What follows belongs to an exercise in optimizing a design on an open flow for small area and a short achievable clock period; a production flow would make more cautious choices.
In this exercise RTL edits were held to simulation tests only and were not proved equivalent to the original.

lane 1:
## conv2d
module conv2d#(
    parameter   CONV_WIDTH      = 'd8 ,
    parameter   CONV_HEIGHT     = 'd8 
)(
    input clk   ,
    input rst_n ,
    input                matrix_vsync ,
    input                matrix_href  ,
    input        [6:0]   matrix_h_cnt       ,
    input        [6:0]   matrix_v_cnt       ,
    input signed [15:0]   conv_bias   ,
    input        [143:0]  fm_data     ,
    input        [143:0]  conv_weight ,
    output reg        [6:0]  conv_h_cnt ,
    output reg        [6:0]  conv_v_cnt ,
    output reg               conv_href  ,
    output reg               conv_vsync ,
    output reg signed [31:0] conv_result
);
For scale: ~370 I/O pins.
Settings: LEC_CHECK=0, ABC_CLOCK_PERIOD_IN_PS=5000, CAP_MARGIN=20, CORE_MARGIN=2, CORE_UTILIZATION=55, SETUP_SLACK_MARGIN=4.0, SLEW_MARGIN=20, SYNTH_HIERARCHICAL=1; clock period 10.0 ns.
run.sh (not shown) runs the stock make flow with config.mk's settings and CLKGATE_MAP_FILE= SYNTH_SCRIPT=/design/flow/synth_recipe.tcl, a recipe that flattens the netlist after the stock synthesis.
## Diff of input files: lane 2 against lane 1
- SETUP_SLACK_MARGIN changed from 4.0 to 4.5
==> flow/flow/run.sh (new file) <==
#!/bin/bash
# The standard layout (standard.sh: standard synthesis, floorplan, place, CTS, route,
# finish), except that the port buffers that buffer_ports inserts are
# sky130_fd_sc_hd__buf_2 instead of the delay buffer it picks by default.
# The full make output goes to standard.log here; ORFS's per-step logs stay in orfs/logs/.
set -uo pipefail
export BUFFER_PORTS_ARGS="-buffer_cell sky130_fd_sc_hd__buf_2"
bash standard.sh > standard.log 2>&1
==> flow/standard.sh (new file) <==
#!/bin/bash
# synth_recipe.tcl (not shown) runs the flow's synth.tcl, then flattens the netlist and writes it again
# the make line also repeats each setting of config.mk as NAME=value (left out here)
make -C /OpenROAD-flow-scripts/flow DESIGN_CONFIG=/design/flow/config.mk WORK_HOME=/design/flow/orfs CLKGATE_MAP_FILE= SYNTH_SCRIPT=/design/flow/synth_recipe.tcl "${@:-finish}"
removed: flow/run.sh
[summary]
Looking at the reports, lane 2 completed the entire flow and the layout it produced met the timing, DRC and antenna checks. Lane 2 against lane 1: number of fillers in the final layout went up, final area went down, worst setup slack went up.

========
conv2d, a different RTL version from the one above (not shown whole).
Size in the first run: ~380 flip-flops, ~370 I/O pins, roughly 58000 um2 of cells after synthesis.
clock: 10.0 ns
lec_check: 0
cap_margin: 20
core_margin: 2
core_utilization: 62
setup_slack_margin: 4.6
slew_margin: 20
synth_hierarchical: 1
standard.sh (not shown) runs the stock make flow with config.mk's settings and CLKGATE_MAP_FILE= SYNTH_SCRIPT=/design/flow/synth_recipe.tcl, a recipe that flattens the netlist after the stock synthesis.
==> flow/flow/run.sh <==
#!/bin/bash
# The standard layout (standard.sh: standard synthesis, floorplan, place, CTS, route,
# finish), except that the port buffers that buffer_ports inserts are
# sky130_fd_sc_hd__buf_2 instead of the delay buffer it picks by default.
# The full make output goes to standard.log here; ORFS's per-step logs stay in orfs/logs/.
set -uo pipefail
export BUFFER_PORTS_ARGS="-buffer_cell sky130_fd_sc_hd__buf_2"
bash standard.sh > standard.log 2>&1
The baseline completed without violations.
Change:
--- a/flow/config.mk
+++ b/flow/config.mk
@@ -10 +10 @@
-export CORE_UTILIZATION = 62
+export CORE_UTILIZATION = 55
@@ -13,0 +14 @@
+export TNS_END_PERCENT = 0
Effect: Setup slack improved by 7.6 ps; non-clock buffer count falls by 30; clock skew went up by 18 ps; synthesized cell count does not change; wire length rose by 0.96%; final cell count rises by 1.8%; count of clock-buffer cells in the layout is lower by 2.
Change:
--- a/flow/config.mk
+++ b/flow/config.mk
@@ -10,0 +11 @@
+export CTS_BUF_LIST = sky130_fd_sc_hd__clkbuf_4 sky130_fd_sc_hd__clkbuf_8
@@ -14 +14,0 @@
-export TNS_END_PERCENT = 0
- die area stays the same
- sequential share of layout area is about the same
- via count is lower by 1.9%
- count of clock-buffer cells in the layout is higher by 42
- design area is lower by 0.32%
- clock skew is higher by 29 ps
- worst setup slack is worse by 31 ps
- fmax is lower by 0.57%
- core utilization is lower by 0.19 points
- register-to-register slack is worse by 110 ps
Change:
--- a/flow/config.mk
+++ b/flow/config.mk
@@ -11 +10,0 @@
-export CTS_BUF_LIST = sky130_fd_sc_hd__clkbuf_4 sky130_fd_sc_hd__clkbuf_8
Result:
- global-route usage increases by 0.23 points
- cell count falls by 0.60%
- die area stays the same

## static timing again, ports no longer ideal
The results above use ideal ports. As a check the final layouts listed here were re-extracted and re-timed, cells and wires unchanged.
Step 1 assumes that a clkbuf_16 drives the clock port and a buf_2 every other input.
Step 2 moves the port delays by t, midway between the first and last clock arrival at a register: inputs arrive t later, outputs are due t later. That takes back most of the time a late clock gives input paths.
a / b / c = ideal / step 1 / step 2; a / b = the first two.
| run | t, ns | setup slack, ns | hold WS [ns] |
|---|---|---|---|
| lane 1 | 0.712 | 3.956 / 3.969 / 3.258 | 0.346 / 0.346 / 0.346 |
| lane 2 | 0.706 | 4.491 / 4.547 / 3.841 | 0.347 / 0.347 / 0.347 |
| the first run of note 2 | 0.711 | 4.527 / 4.583 / 3.872 | 0.350 / 0.350 / 0.350 |
| the second run of note 2 | 0.715 | 4.534 / 4.569 / 3.854 | 0.348 / 0.348 / 0.348 |
| the third run of note 2 | 0.772 | 4.503 / 4.503 / 3.882 | 0.340 / 0.340 / 0.340 |
| the fourth run of note 2 | 0.690 | 4.599 / 4.599 / 3.967 | 0.346 / 0.346 / 0.346 |
After both steps setup and hold are still met in every run listed. The setup slack of lane 1, which loses most, moves by +0.013 ns with the drivers and by -0.698 ns with both steps.
